Source: an optimization exercise on an open RTL-to-GDS flow (aim: small area, a short achievable clock period and few clock cycles per item). Production flows keep margins and buffers that such runs may drop. Where RTL was checked, it was by simulation tests only, not by an equivalence proof against the original. Only the layout flow was run in run 1; the RTL was not checked for function there. Power figures rest on the tool's default switching activity, not on a simulated workload.

## flow/design.v (module list and top-level ports; edited modules follow where they fit)
// module buffer_block: 48 lines
// module line_delay: 40 lines
// module convolution: 4109 lines
// module image_filter: 107 lines
module image_filter (
    input clk,
    input reset,
    input        in_valid,
    output       in_ready,
    input  [7:0] in_pixel,
    input [12:0] image_width,
    input [10:0] image_height,
    input [8:0] kernel_1,
    input [8:0] kernel_2,
    input [8:0] kernel_3,
    input [8:0] kernel_4,
    input [8:0] kernel_5,
    input [8:0] kernel_6,
    input [8:0] kernel_7,
    input [8:0] kernel_8,
    input [8:0] kernel_9,
    output       out_valid,
    output [7:0] out_pixel
);
  // ...
==> flow/run.sh <==
#!/bin/bash
# synth_recipe.tcl (not shown) runs the flow's synth.tcl, then flattens the netlist and writes it again
# the make line also repeats each setting of config.mk as NAME=value (left out here)
make -C /OpenROAD-flow-scripts/flow DESIGN_CONFIG=/design/flow/config.mk WORK_HOME=/design/flow/orfs CLKGATE_MAP_FILE= SYNTH_SCRIPT=/design/flow/synth_recipe.tcl finish
==> flow/config.mk <==
export PLATFORM = sky130hd
export DESIGN_NAME = image_filter
export DESIGN_NICKNAME = image_filter
export VERILOG_FILES = /design/flow/design.v
export SDC_FILE = /design/flow/constraint.sdc
export NUM_CORES = 4
export LEC_CHECK = 0
export CAP_MARGIN = 20
export CORE_MARGIN = 2
export CORE_UTILIZATION = 45
export CTS_CLUSTER_DIAMETER = 80
export CTS_CLUSTER_SIZE = 32
export PLACE_DENSITY = 0.6
export SLEW_MARGIN = 20
==> flow/constraint.sdc <==
create_clock -name core_clock -period 11.5 [get_ports {clk}]
set_input_delay 2.3000 -clock core_clock [delete_from_list [all_inputs] [get_ports {clk}]]
set_output_delay 2.3000 -clock core_clock [all_outputs]
set_load 0.01 [all_outputs]
==> notes.md, run 1 <==
- The run finished with no timing, DRC or antenna violations.
- The sum of routed wire length over all layers is 243000 um.
- The count of buffers not belonging to the clock network in the layout is 165.
- Traced cell by cell, the critical path runs through inv_1 > fa_1 > inv_1 > ha_1 > inv_1 > fa_1 > inv_1 > fa_1 > inv_1 > fa_1 > inv_1 > ha_1 > a21oi_1 > o21ai_0 > o41a_1 > or3_1 > a41o_1.
- The final route contains 57800 vias.
- The area taken by flip-flops and latches is 132000 um^2.
- The number of filler instances in the final layout is 27700.
- The vertical extent of the die is 592 um.
- The floorplan has 216 rows.
- In this run the critical register-to-register path is captured at conv_unit.out[4].
- Port buffering added 121 buffers.
- In the final routing, the length of wire on met1 measures 117000 um.
- The share of the cycle needed by the critical path after routing is 45.4%.
- The proportion of cell area occupied by multi-input gates is 12.6%.
- Setup repair after global routing left no endpoint under its margin.
- In the layout the commonest cells are sky130_fd_sc_hd__edfxtp_1 (4184), sky130_fd_sc_hd__inv_1 (675), sky130_fd_sc_hd__fa_1 (648).
- In this run the most used layer during global routing was met1.
- The first detailed-routing pass ran for 5 iterations.
- The post-place instance area is 163000 um^2.
- The library cell with the highest instance count after synthesis is sky130_fd_sc_hd__edfxtp_1.
- From synthesis to final layout, the design area changed by 8.45%.
- Per report_power, the Clock row totals 8.03 mW.
- The type of destination of the critical path is a flop.
- The data arrival time of the critical path is 5.99 ns.
- The tool flagged a number of max-cap violations equal to 0.
- The area share of xor/xnor cells in the synthesized design is 0.399%.
- After detailed placement, the design holds a cell count of 11700.
- The startpoint type of the worst setup path is a flop.
- Synthesis inferred 4477 register bits.
- Measured along the x axis, the die boundary spans 592 um.
- The clock latency at the later pin of the worst-skew pair is 0.90 ns.
- The sum of negative setup slack is 0 ns.
- For the worst setup path, the data required time is 12.26 ns.
- Summed over all instances, the cell type with the most area after synthesis is sky130_fd_sc_hd__edfxtp_1.
- The combinational family with the most area after synthesis is adder cells.
- The placement-stage worst setup slack is 6.29 ns.
- The count of nets left with antenna violations once routing finished came out at 0.
- The maximum root-to-sink buffer count is 4.
- Across all setup checks in the final design, the least slack found is 6.27 ns.
==> run 2, diff against run 1 <==
--- a/flow/design.v
+++ b/flow/design.v
@@ -106,24 +106,30 @@
     input [8:0] kernel_5,
     input [8:0] kernel_6,
     input [8:0] kernel_7,
     input [8:0] kernel_8,
     input [8:0] kernel_9,
     output       data_rdy,
     output [7:0] data_out
 );
-reg v1, v2, v3, v4;
-reg [20:0] sum;
-reg [7:0] out;
+reg v1, v2, v3, v4, v5;
+reg [20:0] sum;         
+reg        sum_neg;     
+reg        sum_big;     
+reg [7:0]  q_a;         
+reg [7:0]  q_b;
+reg        q_c;         
+reg [7:0]  out;
 wire [20:0] row_a;
 wire [20:0] row_b;
-wire [11:0] clipped = sum[11:0];
-wire [22:0] scaled = clipped * 11'd1821;
-assign data_rdy = v4;
+wire [19:0] div_a;
+wire [19:0] div_b;
+wire [12:0] div_low = {1'b0, div_a[11:0]} + {1'b0, div_b[11:0]};
+assign data_rdy = v5;
 assign data_out = out;
 wire pp1;
 wire pp2;
 wire pp3;
 wire pp4;
 wire pp5;
 wire pp6;
 wire pp7;
@@ -2011,16 +2017,74 @@
 wire s1889;
 wire c1890;
 wire s1891;
 wire c1892;
 wire s1893;
 wire c1894;
 wire s1895;
 wire c1896;
+wire s1897;
+wire c1898;
+wire s1899;
+wire c1900;
+wire s1901;
+wire c1902;
+wire s1903;
+wire c1904;
+wire s1905;
+wire c1906;
+wire s1907;
+wire c1908;
+wire s1909;
+wire c1910;
+wire s1911;
+wire c1912;
+wire s1913;
+wire c1914;
+wire s1915;
+wire c1916;
+wire s1917;
+wire c1918;
+wire s1919;
+wire c1920;
+wire s1921;
+wire c1922;
+wire s1923;
+wire c1924;
+wire s1925;
+wire c1926;
+wire s1927;
+wire c1928;
+wire s1929;
+wire c1930;
+wire s1931;
+wire c1932;
+wire s1933;
+wire c1934;
+wire s1935;
+wire c1936;
+wire s1937;
+wire c1938;
+wire s1939;
+wire c1940;
+wire s1941;
+wire c1942;
+wire s1943;
+wire c1944;
+wire s1945;
+wire c1946;
+wire s1947;
+wire c1948;
+wire s1949;
+wire c1950;
+wire s1951;
+wire c1952;
+wire s1953;
+wire c1954;
 reg t1_0_0;
 reg t1_1_0;
 reg t1_1_1;
 reg t1_2_0;
 reg t1_3_0;
 reg t1_3_1;
 reg t1_4_0;
 reg t1_4_1;
@@ -2119,34 +2183,46 @@
 reg t2_1_1;
 reg t2_2_0;
 reg t2_3_0;
 reg t2_3_1;
 reg t2_4_0;
 reg t2_5_0;
 reg t2_6_0;
 reg t2_7_0;
+reg t2_7_1;
+reg t2_7_2;
 reg t2_8_0;
+reg t2_8_1;
 reg t2_9_0;
 reg t2_9_1;
+reg t2_9_2;
 reg t2_10_0;
 reg t2_10_1;
+reg t2_10_2;
 reg t2_11_0;
 reg t2_11_1;
+reg t2_11_2;
 reg t2_12_0;
+reg t2_12_1;
+reg t2_12_2;
+reg t2_12_3;
 reg t2_13_0;
 reg t2_13_1;
+reg t2_13_2;
+reg t2_13_3;
 reg t2_14_0;
 reg t2_14_1;
 reg t2_15_0;
 reg t2_15_1;
+reg t2_15_2;
 reg t2_16_0;
+reg t2_16_1;
 reg t2_17_0;
 reg t2_17_1;
-reg t2_17_2;
 reg t2_18_0;
 reg t2_18_1;
 reg t2_19_0;
 assign pp1 = pixel_1[0] & kernel_1[0];
 assign pp2 = pixel_1[0] & kernel_1[1];
 assign pp3 = pixel_1[0] & kernel_1[2];
 assign pp4 = pixel_1[0] & kernel_1[3];
 assign pp5 = pixel_1[0] & kernel_1[4];
@@ -4008,57 +4084,119 @@
 assign s1861 = c1836 ^ s1837 ^ s1801;
 assign c1862 = (c1836 & s1837) | (c1836 & s1801) | (s1837 & s1801);
 assign s1863 = c1838 ^ s1839 ^ t1_15_3;
 assign c1864 = (c1838 & s1839) | (c1838 & t1_15_3) | (s1839 & t1_15_3);
 assign s1865 = c1840 ^ s1841 ^ 1'b1;
 assign c1866 = (c1840 & s1841) | (c1840 & 1'b1) | (s1841 & 1'b1);
 assign s1867 = c1842 ^ c1806 ^ s1807;
 assign c1868 = (c1842 & c1806) | (c1842 & s1807) | (c1806 & s1807);
-assign s1869 = c1846 ^ s1847 ^ t1_7_6;
-assign c1870 = (c1846 & s1847) | (c1846 & t1_7_6) | (s1847 & t1_7_6);
-assign s1871 = c1850 ^ s1851 ^ s1821;
-assign c1872 = (c1850 & s1851) | (c1850 & s1821) | (s1851 & s1821);
-assign s1873 = c1852 ^ s1853 ^ s1825;
-assign c1874 = (c1852 & s1853) | (c1852 & s1825) | (s1853 & s1825);
-assign s1875 = c1854 ^ s1855 ^ s1829;
-assign c1876 = (c1854 & s1855) | (c1854 & s1829) | (s1855 & s1829);
-assign s1877 = c1856 ^ s1857 ^ s1833;
-assign c1878 = (c1856 & s1857) | (c1856 & s1833) | (s1857 & s1833);
-assign s1879 = c1858 ^ s1859 ^ s1797;
-assign c1880 = (c1858 & s1859) | (c1858 & s1797) | (s1859 & s1797);
-assign s1881 = c1862 ^ s1863 ^ t1_15_4;
-assign c1882 = (c1862 & s1863) | (c1862 & t1_15_4) | (s1863 & t1_15_4);
-assign s1883 = c1870 ^ c1848 ^ s1849;
-assign c1884 = (c1870 & c1848) | (c1870 & s1849) | (c1848 & s1849);
-assign s1885 = c1876 ^ s1877 ^ t1_12_7;
-assign c1886 = (c1876 & s1877) | (c1876 & t1_12_7) | (s1877 & t1_12_7);
-assign s1887 = c1878 ^ s1879 ^ t1_13_6;
-assign c1888 = (c1878 & s1879) | (c1878 & t1_13_6) | (s1879 & t1_13_6);
-assign s1889 = c1880 ^ c1860 ^ s1861;
-assign c1890 = (c1880 & c1860) | (c1880 & s1861) | (c1860 & s1861);
-assign s1891 = c1882 ^ c1864 ^ s1865;
-assign c1892 = (c1882 & c1864) | (c1882 & s1865) | (c1864 & s1865);
+assign s1869 = t2_12_0 ^ t2_12_1;
+assign c1870 = t2_12_0 & t2_12_1;
+assign s1871 = t2_13_0 ^ t2_13_1 ^ t2_13_2;
+assign c1872 = (t2_13_0 & t2_13_1) | (t2_13_0 & t2_13_2) | (t2_13_1 & t2_13_2);
+assign s1873 = t2_7_0 ^ t2_7_1;
+assign c1874 = t2_7_0 & t2_7_1;
+assign s1875 = t2_8_0 ^ t2_8_1;
+assign c1876 = t2_8_0 & t2_8_1;
+assign s1877 = t2_9_0 ^ t2_9_1 ^ t2_9_2;
+assign c1878 = (t2_9_0 & t2_9_1) | (t2_9_0 & t2_9_2) | (t2_9_1 & t2_9_2);
+assign s1879 = t2_10_0 ^ t2_10_1 ^ t2_10_2;
+assign c1880 = (t2_10_0 & t2_10_1) | (t2_10_0 & t2_10_2) | (t2_10_1 & t2_10_2);
+assign s1881 = t2_11_0 ^ t2_11_1 ^ t2_11_2;
+assign c1882 = (t2_11_0 & t2_11_1) | (t2_11_0 & t2_11_2) | (t2_11_1 & t2_11_2);
+assign s1883 = t2_12_2 ^ t2_12_3 ^ s1869;
+assign c1884 = (t2_12_2 & t2_12_3) | (t2_12_2 & s1869) | (t2_12_3 & s1869);
+assign s1885 = t2_13_3 ^ s1871 ^ c1870;
+assign c1886 = (t2_13_3 & s1871) | (t2_13_3 & c1870) | (s1871 & c1870);
+assign s1887 = t2_14_0 ^ t2_14_1 ^ c1872;
+assign c1888 = (t2_14_0 & t2_14_1) | (t2_14_0 & c1872) | (t2_14_1 & c1872);
+assign s1889 = t2_15_0 ^ t2_15_1 ^ t2_15_2;
+assign c1890 = (t2_15_0 & t2_15_1) | (t2_15_0 & t2_15_2) | (t2_15_1 & t2_15_2);
+assign s1891 = t2_16_0 ^ t2_16_1;
+assign c1892 = t2_16_0 & t2_16_1;
 assign s1893 = t2_17_0 ^ t2_17_1;
 assign c1894 = t2_17_0 & t2_17_1;
 assign s1895 = t2_18_0 ^ t2_18_1;
 assign c1896 = t2_18_0 & t2_18_1;
-assign row_a = {1'b1, t2_19_0, c1894, t2_17_2, t2_16_0, t2_15_0, t2_14_0, t2_13_0, t2_12_0, t2_11_0, t2_10_0, t2_9_0, t2_8_0, t2_7_0, t2_6_0, t2_5_0, t2_4_0, t2_3_0, t2_2_0, t2_1_0, t2_0_0};
-assign row_b = {1'b0, c1896, s1895, s1893, 1'b0, t2_15_1, t2_14_1, t2_13_1, 1'b0, t2_11_1, t2_10_1, t2_9_1, 1'b0, 1'b0, 1'b0, 1'b0, 1'b0, t2_3_1, 1'b0, t2_1_1, 1'b0};
+assign s1897 = ~sum[0] ^ sum[3];
+assign c1898 = ~sum[0] & sum[3];
+assign s1899 = ~sum[1] ^ sum[4];
+assign c1900 = ~sum[1] & sum[4];
+assign s1901 = ~sum[2] ^ sum[5] ^ ~sum[8];
+assign c1902 = (~sum[2] & sum[5]) | (~sum[2] & ~sum[8]) | (sum[5] & ~sum[8]);
+assign s1903 = sum[0] ^ ~sum[3] ^ sum[6];
+assign c1904 = (sum[0] & ~sum[3]) | (sum[0] & sum[6]) | (~sum[3] & sum[6]);
+assign s1905 = sum[1] ^ ~sum[4] ^ sum[7];
+assign c1906 = (sum[1] & ~sum[4]) | (sum[1] & sum[7]) | (~sum[4] & sum[7]);
+assign s1907 = sum[2] ^ ~sum[5] ^ sum[8];
+assign c1908 = (sum[2] & ~sum[5]) | (sum[2] & sum[8]) | (~sum[5] & sum[8]);
+assign s1909 = sum[3] ^ ~sum[6] ^ sum[9];
+assign c1910 = (sum[3] & ~sum[6]) | (sum[3] & sum[9]) | (~sum[6] & sum[9]);
+assign s1911 = sum[4] ^ ~sum[7] ^ sum[10];
+assign c1912 = (sum[4] & ~sum[7]) | (sum[4] & sum[10]) | (~sum[7] & sum[10]);
+assign s1913 = sum[5] ^ ~sum[8] ^ sum[11];
+assign c1914 = (sum[5] & ~sum[8]) | (sum[5] & sum[11]) | (~sum[8] & sum[11]);
+assign s1915 = sum[6] ^ ~sum[9];
+assign c1916 = sum[6] & ~sum[9];
+assign s1917 = sum[7] ^ ~sum[10];
+assign c1918 = sum[7] & ~sum[10];
+assign s1919 = sum[8] ^ ~sum[11];
+assign c1920 = sum[8] & ~sum[11];
+assign s1921 = sum[0] ^ ~sum[3];
+assign c1922 = sum[0] & ~sum[3];
+assign s1923 = sum[1] ^ ~sum[4] ^ 1'b1;
+assign c1924 = (sum[1] & ~sum[4]) | (sum[1] & 1'b1) | (~sum[4] & 1'b1);
+assign s1925 = sum[2] ^ ~sum[5];
+assign c1926 = sum[2] & ~sum[5];
+assign s1927 = ~sum[6] ^ 1'b1 ^ s1897;
+assign c1928 = (~sum[6] & 1'b1) | (~sum[6] & s1897) | (1'b1 & s1897);
+assign s1929 = ~sum[7] ^ s1899 ^ c1898;
+assign c1930 = (~sum[7] & s1899) | (~sum[7] & c1898) | (s1899 & c1898);
+assign s1931 = 1'b1 ^ s1901 ^ c1900;
+assign c1932 = (1'b1 & s1901) | (1'b1 & c1900) | (s1901 & c1900);
+assign s1933 = ~sum[9] ^ s1903 ^ c1902;
+assign c1934 = (~sum[9] & s1903) | (~sum[9] & c1902) | (s1903 & c1902);
+assign s1935 = ~sum[10] ^ s1905 ^ c1904;
+assign c1936 = (~sum[10] & s1905) | (~sum[10] & c1904) | (s1905 & c1904);
+assign s1937 = ~sum[11] ^ s1907 ^ c1906;
+assign c1938 = (~sum[11] & s1907) | (~sum[11] & c1906) | (s1907 & c1906);
+assign s1939 = 1'b1 ^ s1909 ^ c1908;
+assign c1940 = (1'b1 & s1909) | (1'b1 & c1908) | (s1909 & c1908);
+assign s1941 = 1'b1 ^ s1911 ^ c1910;
+assign c1942 = (1'b1 & s1911) | (1'b1 & c1910) | (s1911 & c1910);
+assign s1943 = 1'b1 ^ s1913 ^ c1912;
+assign c1944 = (1'b1 & s1913) | (1'b1 & c1912) | (s1913 & c1912);
+assign s1945 = 1'b1 ^ s1915 ^ c1914;
+assign c1946 = (1'b1 & s1915) | (1'b1 & c1914) | (s1915 & c1914);
+assign s1947 = 1'b1 ^ s1917 ^ c1916;
+assign c1948 = (1'b1 & s1917) | (1'b1 & c1916) | (s1917 & c1916);
+assign s1949 = 1'b1 ^ s1919 ^ c1918;
+assign c1950 = (1'b1 & s1919) | (1'b1 & c1918) | (s1919 & c1918);
+assign s1951 = sum[9] ^ c1920;
+assign c1952 = sum[9] & c1920;
+assign s1953 = sum[10] ^ 1'b1;
+assign c1954 = sum[10] & 1'b1;
+assign row_a = {1'b1, t2_19_0, s1895, s1893, s1891, s1889, s1887, s1885, s1883, s1881, s1879, s1877, s1875, t2_7_2, t2_6_0, t2_5_0, t2_4_0, t2_3_0, t2_2_0, t2_1_0, t2_0_0};
+assign row_b = {1'b0, c1896, c1894, c1892, c1890, c1888, c1886, c1884, c1882, c1880, c1878, c1876, c1874, s1873, 1'b0, 1'b0, 1'b0, t2_3_1, 1'b0, t2_1_1, 1'b0};
+assign div_a = {s1953, s1951, s1949, s1947, s1945, s1943, s1941, s1939, s1937, s1935, s1933, s1931, s1929, s1927, s1925, s1923, 1'b1, ~sum[2], ~sum[1], ~sum[0]};
+assign div_b = {c1952, c1950, c1948, c1946, c1944, c1942, c1940, c1938, c1936, c1934, c1932, c1930, c1928, c1926, c1924, c1922, s1921, 1'b0, 1'b0, 1'b1};
 always @(posedge clk or negedge reset) begin
     if (reset == 1'b0) begin
         v1 <= 1'b0;
         v2 <= 1'b0;
         v3 <= 1'b0;
         v4 <= 1'b0;
+        v5 <= 1'b0;
     end else begin
         v1 <= enable;
         v2 <= v1;
         v3 <= v2;
         v4 <= v3;
+        v5 <= v4;
     end
 end
 always @(posedge clk) begin
     t1_0_0 <= s1081;
     t1_1_0 <= s1369;
     t1_1_1 <= s1087;
     t1_2_0 <= s1673;
     t1_3_0 <= c1674;
@@ -4159,45 +4297,62 @@
     t2_1_0 <= t1_1_0;
     t2_1_1 <= t1_1_1;
     t2_2_0 <= t1_2_0;
     t2_3_0 <= t1_3_0;
     t2_3_1 <= t1_3_1;
     t2_4_0 <= s1755;
     t2_5_0 <= s1809;
     t2_6_0 <= s1845;
-    t2_7_0 <= s1869;
-    t2_8_0 <= s1883;
-    t2_9_0 <= c1884;
-    t2_9_1 <= s1871;
-    t2_10_0 <= c1872;
-    t2_10_1 <= s1873;
-    t2_11_0 <= c1874;
-    t2_11_1 <= s1875;
-    t2_12_0 <= s1885;
-    t2_13_0 <= c1886;
-    t2_13_1 <= s1887;
-    t2_14_0 <= c1888;
-    t2_14_1 <= s1889;
-    t2_15_0 <= c1890;
-    t2_15_1 <= s1881;
-    t2_16_0 <= s1891;
-    t2_17_0 <= c1892;
-    t2_17_1 <= c1866;
-    t2_17_2 <= s1867;
+    t2_7_0 <= c1846;
+    t2_7_1 <= s1847;
+    t2_7_2 <= t1_7_6;
+    t2_8_0 <= c1848;
+    t2_8_1 <= s1849;
+    t2_9_0 <= c1850;
+    t2_9_1 <= s1851;
+    t2_9_2 <= s1821;
+    t2_10_0 <= c1852;
+    t2_10_1 <= s1853;
+    t2_10_2 <= s1825;
+    t2_11_0 <= c1854;
+    t2_11_1 <= s1855;
+    t2_11_2 <= s1829;
+    t2_12_0 <= c1856;
+    t2_12_1 <= s1857;
+    t2_12_2 <= s1833;
+    t2_12_3 <= t1_12_7;
+    t2_13_0 <= c1858;
+    t2_13_1 <= s1859;
+    t2_13_2 <= s1797;
+    t2_13_3 <= t1_13_6;
+    t2_14_0 <= c1860;
+    t2_14_1 <= s1861;
+    t2_15_0 <= c1862;
+    t2_15_1 <= s1863;
+    t2_15_2 <= t1_15_4;
+    t2_16_0 <= c1864;
+    t2_16_1 <= s1865;
+    t2_17_0 <= c1866;
+    t2_17_1 <= s1867;
     t2_18_0 <= c1868;
     t2_18_1 <= s1843;
     t2_19_0 <= c1844;
     sum <= row_a + row_b;
-    if (sum[20])
+    sum_neg <= sum[20];
+    sum_big <= ~sum[20] & ((|sum[19:12]) | (sum[11] & (|sum[10:8])));
+    q_a <= div_a[19:12];
+    q_b <= div_b[19:12];
+    q_c <= div_low[12];
+    if (sum_neg)
         out <= 8'd0;
-    else if (sum > 21'd2303)
+    else if (sum_big)
         out <= 8'd255;
     else
-        out <= scaled[21:14];
+        out <= q_a + q_b + {7'd0, q_c};
 end
 endmodule
 module image_filter (
     input clk,
     input reset,
     input        in_valid,
     output       in_ready,
     input  [7:0] in_pixel,
==> flow/flow/run.sh (new file) <==
#!/bin/bash
# Own layout flow: the standard ORFS flow (standard.sh, unchanged
# synthesis, floorplan, power grid, placement, CTS and routing) with
#  - port buffers of type buf_2 instead of the default delay buffer,
#  - repair_timing asked for more setup slack than the clock period needs
#    (the constraints and the clock period stay the design's),
#  - CTS sink clustering set here.
# Each tool's output goes to the ORFS logs under orfs/logs; make's own output
# goes to flow_make.log in this folder.
set -euo pipefail
MARGIN=${MARGIN:-7.4}
bash standard.sh \
  "BUFFER_PORTS_ARGS=-buffer_cell sky130_fd_sc_hd__buf_2" \
  "SETUP_SLACK_MARGIN=$MARGIN" \
  "CTS_ARGS=-sink_clustering_enable -repair_clock_nets -sink_clustering_size 28 -sink_clustering_max_diameter 70" \
  finish > flow_make.log 2>&1
==> flow/standard.sh (new file) <==
#!/bin/bash
# synth_recipe.tcl (not shown) runs the flow's synth.tcl, then flattens the netlist and writes it again
# the make line also repeats each setting of config.mk as NAME=value (left out here)
make -C /OpenROAD-flow-scripts/flow DESIGN_CONFIG=/design/flow/config.mk WORK_HOME=/design/flow/orfs CLKGATE_MAP_FILE= SYNTH_SCRIPT=/design/flow/synth_recipe.tcl "${@:-finish}"
==> flow/config.mk (replaced) <==
export PLATFORM = sky130hd
export DESIGN_NAME = image_filter
export DESIGN_NICKNAME = image_filter
export VERILOG_FILES = /design/flow/design.v
export SDC_FILE = /design/flow/constraint.sdc
export NUM_CORES = 4
export LEC_CHECK = 0
export CAP_MARGIN = 20
export CORE_MARGIN = 2
export CORE_UTILIZATION = 45
export CTS_CLUSTER_DIAMETER = 70
export CTS_CLUSTER_SIZE = 28
export PLACE_DENSITY = 0.6
export SLEW_MARGIN = 20
removed: flow/run.sh
==> notes.md, run 2 <==
- The placement-stage worst setup slack was 7.19 ns (+0.902 ns).
- The global routing met3 resource utilization is 2.28%.
- The total setup violations reported at the end of the flow is 0.
- The number of I/O pins is 126.
- The cell count after placement is 11600 (-0.90%).
- The maximum root-to-sink buffer count is 4 (unchanged).
- The leading register cell type out of synthesis is sky130_fd_sc_hd__edfxtp_1.
- The H-tree depth is 4.
- The post-place instance area is 161000 um^2 (-0.92%).
- The synthesized design devotes to its leading area cell type 81.0% of total area.
- For this design, the CTS-stage hold fixing added 0 buffers.
- The synthesized net count is 7803.
- The routing usage on met2 is 19.9%.
- The sum of routed wire length over all layers is 237000 um (-2.6%).
- For this run, the top clock speed supported by timing is 253 MHz.
- The number of filler instances in the final layout is 27300 (-1.3%).
- The first routing iteration left 5282 violations.
- The endpoint required time on the critical path was 12.28 ns (+0.02 ns).
- The tightest hold margin is 0.336 ns.
- For met1 alone, demand over resource in global routing was 21.1%.
- Each instance of the synthesized netlist takes up on average 22.2 um^2.
- The total die area is 349000 um^2.
- The congestion estimate from routability-driven global placement came to 0.815.
- The final number of hold-violating endpoints is 0.
- The area taken by flip-flops and latches is 132000 um^2 (+0.49%).
- The category of the critical setup timing path is reg -> reg.
- On the final layout, the worst clock skew is 0.107 ns.
- The synthesized netlist occupies a cell area of 155000 um^2.
- The DRC violations left is 0.
- The TritonCTS clock tree is built.
- The worst path needs 3.96 ns of the cycle, external delays included.
- The synthesized instance count is 6996.
- In the routed layout, each cell is associated on average with a via count of 4.75.
- The startpoint type of the worst setup path is a flop.
- The starting density of the core is 45.2%.
- The data arrival time of the critical path is 4.73 ns (-1.26 ns).
- The root buffer cell is sky130_fd_sc_hd__clkbuf_16.
- The post-detailed-route count of antenna-violating nets came to 0 (unchanged).
- In the layout the commonest cells are sky130_fd_sc_hd__edfxtp_1 (4184), sky130_fd_sc_hd__inv_1 (648), sky130_fd_sc_hd__fa_1 (625).
- The sum of negative setup slack is 0 ns (unchanged).
- The area of combinational cells with multiple inputs is 19900 um^2.
- STA classifies the critical path endpoint as a flop.
- The portion of the post-synthesis area used by sequential elements is 85.3%.
- The analysis attributes to cell leakage a power of 52.1 nW.
- The number of flip-flops and latches in the synthesized netlist is 4509 (+0.71%).
- The final routed wire length divided by cell count is 19.7 um.
- The flow ran to the end and the layout has no timing, DRC or antenna violations.
- The number of unique standard cell types used by synthesis is 54.
- The vertical extent of the die is 591 um (-0.22%).
- The first global-routing pass estimated 361000 um of wire.
- Cells fill 49.1% of the core in the end.
- The max capacitance violation total came to 0 (unchanged).
- The region available for standard cell placement spans 343000 um^2.
- The via count was 57000 (-1.4%).
- In the final layout, the share of cells above drive strength 1 is 8.06%.
- The clock transition at the register clock pins on the worst setup and hold paths after CTS is 0.10 ns.
- The pin slew with the least headroom to its limit is 1.15 ns.
- The largest registers in the layout are buffer_unit.line_a.s7: 1024 flops, buffer_unit.line_b.s7: 1024 flops.
- The smallest setup slack after layout was 7.54 ns (+1.27 ns).
- The worst-case IR drop observed on VDD is 0.000172 V.
- sky130_fd_sc_hd__edfxtp_1 is the most common cell in the netlist.
- The total iterations of the first detailed-routing run is 7 (+2).
- The overall power consumption is 32.6 mW.
- The remaining global-route overflow is 0.
- After synthesis, the most frequently instantiated cells are sky130_fd_sc_hd__edfxtp_1 (4184), sky130_fd_sc_hd__inv_1 (648), sky130_fd_sc_hd__fa_1 (625).
- The total of buffers placed on input and output ports is 121 (unchanged).
- Setup repair after global routing left no endpoint under its margin.
- The via count of the first global-routing pass came to 58000.
- The number of max-slew violations in the final report is 0.
- Sorting the synthesized cells by area gives the leading types as sky130_fd_sc_hd__edfxtp_1 (81%), sky130_fd_sc_hd__fa_1 (8.1%), sky130_fd_sc_hd__dfxtp_1 (3.8%).
- The async set-or-reset flop fraction in the synthesized netlist is 0.643%.
- Summing all non-filler instances in the final layout gives an area of 169000 um^2.
- The signed area change from the synthesized netlist to the final layout is 8.69%.
- The total clock buffers created by CTS is 213.
- The global-route usage over all layers is 13.6%.
- Detailed placement finished with a half-perimeter wire length of 148000 um.
- The pin count of the biggest net entering global routing is 214.
- The top fanout value on the critical path is 11.
- The class of the tightest hold or removal check is reg -> reg.
- The clock net in this run drives a total of 4509 sinks.
- The clock latency at the later pin of the worst-skew pair is 0.98 ns (+0.08 ns).
- The most heavily used metal layer in global routing is met1.
- The finished layout holds 12000 standard cells, fillers aside.
- The share of the cycle needed by the critical path after routing is 34.4% (-11 points).
- The final-stage net count is 8104.
- The number of enable flip-flop cells after synthesis is 4184.
- The leading area contributor after synthesis is sky130_fd_sc_hd__edfxtp_1.
- Power spread over the standard cell area amounts to 193 nW/um^2.
- Headroom to the max-slew limit came out at 23.4%.
- During synthesis, Yosys emitted a total of 4 warnings.
- The site row count came to 215 (-0.46%).
- The horizontal die dimension was 591 um (-0.22%).
- The number of antenna violations at the first check in global routing came to 14.
- Leaving out fill and tap cells, the most frequent cell in the layout is sky130_fd_sc_hd__edfxtp_1.
==> run 2: changes by cell type in the layout (fill, tap and decap cells not counted), moves of 23 or more <==
cell and delta:
sky130_fd_sc_hd__and2_1 -198, sky130_fd_sc_hd__dfxtp_1 +30, sky130_fd_sc_hd__mux2_4 +60, sky130_fd_sc_hd__fa_1 -23
sky130_fd_sc_hd__nand2_1 +184, sky130_fd_sc_hd__buf_2 +120, sky130_fd_sc_hd__clkbuf_16 +27, sky130_fd_sc_hd__clkdlybuf4s50_1 -120
sky130_fd_sc_hd__inv_1 -27, sky130_fd_sc_hd__mux2_2 -61, sky130_fd_sc_hd__clkbuf_1 +24, sky130_fd_sc_hd__ha_1 -33
==> run 2: power breakdown <==
part	switching (mW)	internal, mW	leakage, nW	total, mW
Combinational	2.73	1.92	12.2	4.66
Clock	5.10	3.76	3.30	8.86
Sequential	0.379	18.7	36.6	19.0
==> run 2: final timing paths <==
| check | cells past startpoint | end | slack, ns | from |
|---|---|---|---|---|
| worst max-delay path | 8 | conv_unit.t1_10_7 | 7.54 | buffer_unit.b2[4] |
| worst min-delay path | 0 | conv_unit.t2_1_0 | 0.34 | conv_unit.t1_1_0 |
| worst max register to register | 8 | conv_unit.t1_10_7 | 7.54 | buffer_unit.b2[4] |
| worst min register to register | 0 | conv_unit.t2_1_0 | 0.34 | conv_unit.t1_1_0 |
| max in group asynchronous | 1 | pix_vld | 9.48 | reset |
| min in group asynchronous | 1 | ready | 1.43 | reset |
==> run 2: critical path, cell delays in order, from the launching register on <==
cell and delay [ns]:
sky130_fd_sc_hd__edfxtp_1 0.79, sky130_fd_sc_hd__and2_1 0.36, sky130_fd_sc_hd__fa_1 0.53, sky130_fd_sc_hd__inv_1 0.05, sky130_fd_sc_hd__fa_1 0.53, sky130_fd_sc_hd__inv_1 0.07, sky130_fd_sc_hd__fa_1 0.40, sky130_fd_sc_hd__fa_1 0.59
sky130_fd_sc_hd__fa_1 0.45
==> run 2: final cells by class <==
| cell class | instances | share of cell area (%) |
|---|---|---|
| antenna | 12 | 0.0178 |
| clock buffer | 271 | 3.36 |
| clock inverter | 76 | 0.744 |
| inverter | 648 | 1.44 |
| multi-input combinational | 1754 | 11.8 |
| sequential | 4509 | 78.5 |
| tap | 4557 | 3.38 |
| timing repair buffer | 171 | 0.711 |
==> run 2: per-layer routing <==
metal / vias to the layer above / part of all wire (%)
met1: 30100 / 48
met3: 317 / 4.4
met4: 0 / 3.2
li1: 25700 / -
met5: - / 0
met2: 869 / 44
==> run 2: kinds of logic (layout without fill, tap and decap cells) <==
| family | count (synthesis) | after routing | synth area share, % |
|---|---|---|---|
| muxes | 131 | 131 | 1.09 |
| adders and majority gates | 691 | 691 | 8.60 |
| and+or+nand+nor | 774 | 774 | 2.41 |
| xor gates and xnor gates | 69 | 69 | 0.390 |
| AOI/OAI and AO/OA | 88 | 88 | 0.359 |
| buffers and inverters | 733 | 1166 | 1.82 |
| other | 1 | 13 | 0.00242 |
| DFF | 4509 | 4509 | 85.3 |
==> run 2: timing repair <==
action                                 in CTS  in global routing
setup endpoints to repair                 136                180
endpoints found under the hold margin       0                  0
gates resized for setup                     3                  3
setup buffers                               0                  2
Testbench counts of run 2, summed over its fixed seeds: cycles 44,250, items 33,706.
==> run 3, diff against run 2 <==
==> flow/run.sh (new file) <==
#!/bin/bash
# synth_recipe.tcl (not shown) runs the flow's synth.tcl, then flattens the netlist and writes it again
# the make line also repeats each setting of config.mk as NAME=value (left out here)
make -C /OpenROAD-flow-scripts/flow DESIGN_CONFIG=/design/flow/config.mk WORK_HOME=/design/flow/orfs CLKGATE_MAP_FILE= SYNTH_SCRIPT=/design/flow/synth_recipe.tcl finish
removed: flow/flow/run.sh
removed: flow/standard.sh
==> notes.md, run 3 <==
- The cell count after placement is 11600 (-0.017%).
- By area, the combinational part of the netlist is dominated by adder cells.
- The number of warnings printed during yosys synthesis is 4 (unchanged).
- The post-route clock skew is 0.0561 ns (-0.0504 ns).
- The peak supply drop was 0.000153 V (-11%).
- In this run the clock root is driven by a sky130_fd_sc_hd__clkbuf_16.
- The clock transition at the register clock pins on the worst setup and hold paths after CTS is 0.10 ns (about the same).
- The total setup violations reported at the end of the flow came to 0 (unchanged).
- The H-tree depth is 4 (unchanged).
- The startpoint type of the worst setup path is a flop.
- The global-route usage over all layers came to 13.7% (+0.048 points).
- The share of layout cells above drive strength 1 is 6.44% (-1.6 points).
- The delay of the slowest cell on the worst path was 0.54 ns (-0.25 ns).
- The leakage dissipation is 52.0 nW (-0.16%).
- The total power per unit cell area is 192 nW/um^2 (-0.41%).
- The vertical extent of the die came to 591 um (unchanged).
- The class of the tightest hold or removal check is reg -> reg.
- By count the netlist is led by sky130_fd_sc_hd__edfxtp_1 (4184), sky130_fd_sc_hd__inv_1 (648), sky130_fd_sc_hd__fa_1 (625).
- The number of hold-repair buffers added at the cts stage is 0 (unchanged).
- The async set-or-reset flop fraction in the synthesized netlist is 0.643% (unchanged).
- The maximum root-to-sink buffer count is 4 (unchanged).
- The maximum operating frequency is 243 MHz (-3.7%).
- The total clock buffers created by CTS is 211 (-0.94%).
- The library cell contributing the largest single delay on the critical path is sky130_fd_sc_hd__clkdlybuf4s50_1.
- The number of antenna violations at the first check in global routing is 15 (+1).
- The sum of negative setup slack came to 0 ns (unchanged).
- The global placement routability congestion came to 0.816 (+0.18%).
- Leaving out fill and tap cells, the most frequent cell in the layout is sky130_fd_sc_hd__edfxtp_1.
- The synthesized instance count came to 6996 (unchanged).
- The remaining global-route overflow came to 0 (unchanged).
- The total iterations of the first detailed-routing run came to 5 (-2).
- The top fanout value on the critical path is 1 (-10).
- The relative slew slack came to 25.0% (+1.5 points).
- The leading register cell type out of synthesis is sky130_fd_sc_hd__edfxtp_1.
- The top cell types in the final layout, fill and taps aside, are sky130_fd_sc_hd__edfxtp_1 (4184), sky130_fd_sc_hd__inv_1 (648), sky130_fd_sc_hd__fa_1 (625).
- The worst setup path is of the reg -> out kind.
- The largest registers in the layout are buffer_unit.line_a.s7: 1024 flops, buffer_unit.line_b.s7: 1024 flops.
- The adder-cell share of the synthesized area came to 8.60% (unchanged).
- The final-stage net count is 8099 (-0.062%).
- The number of I/O pins is 126 (unchanged).
- The mux cell area share after synthesis came to 1.09% (unchanged).
- The pin count of the biggest net entering global routing is 227 (+6.1%).
- The post-synthesis cell area is 155000 um^2 (unchanged).
- The via count of the first global-routing pass is 57800 (-0.31%).
- The mean number of vias per cell is 4.76 (+0.18%).
- The sum of routed wire length over all layers is 237000 um (+0.23%).
- The DRC violations left came to 0 (unchanged).
- By area the synthesized netlist is led by sky130_fd_sc_hd__edfxtp_1 (81%), sky130_fd_sc_hd__fa_1 (8.1%), sky130_fd_sc_hd__dfxtp_1 (3.8%).
- The data arrival time of the critical path is 1.81 ns (-2.92 ns).
- The library cell with the highest instance count after synthesis is sky130_fd_sc_hd__edfxtp_1.
- The area fraction of the dominant cell type after synthesis is 81.0% (unchanged).
- The final routed wire length divided by cell count is 19.8 um (+0.27%).
- The number of enable flip-flop cells after synthesis is 4184 (unchanged).
- The number of flip-flops and latches in the synthesized netlist is 4509 (unchanged).
- The max capacitance violation total is 0 (unchanged).
- The first-pass GRT wire length is 362000 um (+0.37%).
- The total die area came to 349000 um^2 (unchanged).
- The number of clock sinks is 4509 (unchanged).
- The post-detailed-route count of antenna-violating nets is 0 (unchanged).
- The synthesized net count is 7803 (unchanged).
- The area share of xor/xnor cells in the synthesized design is 0.390% (unchanged).
- The post-CTS repair timing setup buffer count is 0 (unchanged).
- The endpoint required time on the critical path is 9.20 ns (-3.08 ns).
- The number of max-slew violations in the final report is 0 (unchanged).
- The total of buffers placed on input and output ports is 121 (unchanged).
- The area fraction in compound gates after synthesis was 0.359% (unchanged).
- Traced cell by cell, the critical path runs through clkdlybuf4s50_1.
- The detailed placement HPWL is 148000 um (+0.11%).
- The number of cells in the finished layout apart from fillers is 12000 (-0.033%).
- The final critical-path required period is 4.11 ns (+0.152 ns).
- The average cell area after synthesis came to 22.2 um^2 (unchanged).
- The share of synthesized cell area in and, or, nand and nor gates is 2.41% (unchanged).
- The largest total area in the synthesized netlist belongs to sky130_fd_sc_hd__edfxtp_1.
- The portion of the post-synthesis area used by sequential elements is 85.3% (unchanged).
- The site row count is 215 (unchanged).
- Setup repair after global routing left no endpoint under its margin.
- The DRC violation total after the first TritonRoute iteration was 5621 (+6.4%).
- The horizontal die dimension was 591 um (unchanged).
- The clock latency at the later pin of the worst-skew pair was 0.93 ns (-0.05 ns).
- The starting density of the core is 45.2% (unchanged).
- The flow ran to the end and the layout has no timing, DRC or antenna violations.
- The TritonCTS clock tree is built.
- The combined buffer and inverter count along the critical path is 1 (-1).
- The share of the cycle needed by the critical path after routing is 35.7% (+1.3 points).
- The largest delay contributor family on the critical path is buffers and inverters.
- Relative to the synthesized area, the layout overhead comes to 8.99%.
- The final number of hold-violating endpoints is 0 (unchanged).
- The type of destination of the critical path is an output port.
- The post-cts gate resize count is 0 (-3).
- The number of unique standard cell types used by synthesis is 54 (unchanged).
- The pin slew with the least headroom to its limit is 1.13 ns (-0.0229 ns).
- The placeable core region is 343000 um^2 (unchanged).
- The via count is 57100 (+0.15%).
- The overall power consumption is 32.5 mW (-0.14%).
==> run 3: layout make-up <==
class                      instances  area, um^2
fill                           27300      174000
sequential                      4509      132000
multi-input combinational       1754       19900
tap                             4557        5700
clock buffer                     258        5500
inverter                         648        2430
timing repair buffer             168        1780
clock inverter                    85        1290
antenna                           15        37.5
==> run 3: cell families (layout without fill, tap and decap cells) <==
family,after synthesis,in the layout
compound gates,88,88
xor+xnor,69,69
fa+ha+maj,691,691
buf+inv,733,1159
flops,4509,4509
mux,131,131
other cells,1,16
simple gates,774,774
==> run 3: stage by stage <==
step | hold slack [ns] | util (%) | area (um^2) | setup slack (ns)
final | 0.338 | 49.3 | 169000 | 7.39
after global routing | 0.344 | 49.3 | 169000 | 7.28
after CTS | 0.336 | 49.2 | 169000 | 7.26
after detailed placement | 0.313 | 47.3 | 162000 | 7.47
after global placement | 0.316 | 47.3 | 162000 | 7.54
after floorplan | 0.310 | - | 155000 | -20.58
==> run 3: metal layers <==
metal | global-route usage, % | up-vias | routed length [um]
li1 | - | 25700 | -
met1 | 21.4 | 30200 | 115000
met2 | 20.0 | 899 | 106000
met3 | 2.03 | 307 | 10400
met4 | 4.19 | 0 | 6670
met5 | 0 | - | 0
==> run 3: power by group <==
part / switching (mW) / leakage [nW] / internal (mW)
logic: 2.78 / 12.2 / 1.97
registers: 0.372 / 36.6 / 18.7
clock network: 5.06 / 3.25 / 3.67
total: 8.21 / 52.0 / 24.3
==> run 3: final timing paths <==
| check | cells past startpoint | slack (ns) | endpoint | startpoint |
|---|---|---|---|---|
| max | 1 | 7.39 | out_pixel[4] | conv_unit.out[4] |
| min | 0 | 0.34 | conv_unit.t2_1_0 | conv_unit.t1_1_0 |
| max reg2reg | 9 | 7.49 | conv_unit.t1_8_6 | buffer_unit.b2[4] |
| min reg2reg | 0 | 0.34 | conv_unit.t2_1_0 | conv_unit.t1_1_0 |
| max in group asynchronous | 1 | 9.39 | pix_vld | reset |
| min in group asynchronous | 1 | 1.49 | ready | reset |

afterwards: timing with drivers on the ports:
How much do the figures lean on ideal ports? The routed layouts below were timed once more, with nothing changed but the port constraints. Step 1 (the two cells are an assumption about what drives the block):
set clk [get_ports {clk}]
set_driving_cell -lib_cell sky130_fd_sc_hd__clkbuf_16 $clk
set_driving_cell -lib_cell sky130_fd_sc_hd__buf_2 [delete_from_list [all_inputs] $clk]
Step 2 times the ports against the registers' clock, not the clock port: input delays grow and output delays shrink by t, the midpoint of the rising clock arrivals with the driver on. Three values: ideal ports, drivers, drivers and shift; two values: the first two.
| run | shift t [ns] | slack for setup (ns) | worst setup path after step 2 | worst slew at a driven data input, ns |
|---|---|---|---|---|
| run 1 | 0.979 | 6.275 / 6.275 / 6.275 | register to register | 0.07 |
| run 2 | 1.012 | 7.543 / 7.543 / 7.543 | register to register | 0.07 |
| run 3 | 1.000 | 7.391 / 7.289 / 7.490 | register to register | 0.04 |
After both steps every run listed still meets setup and hold.
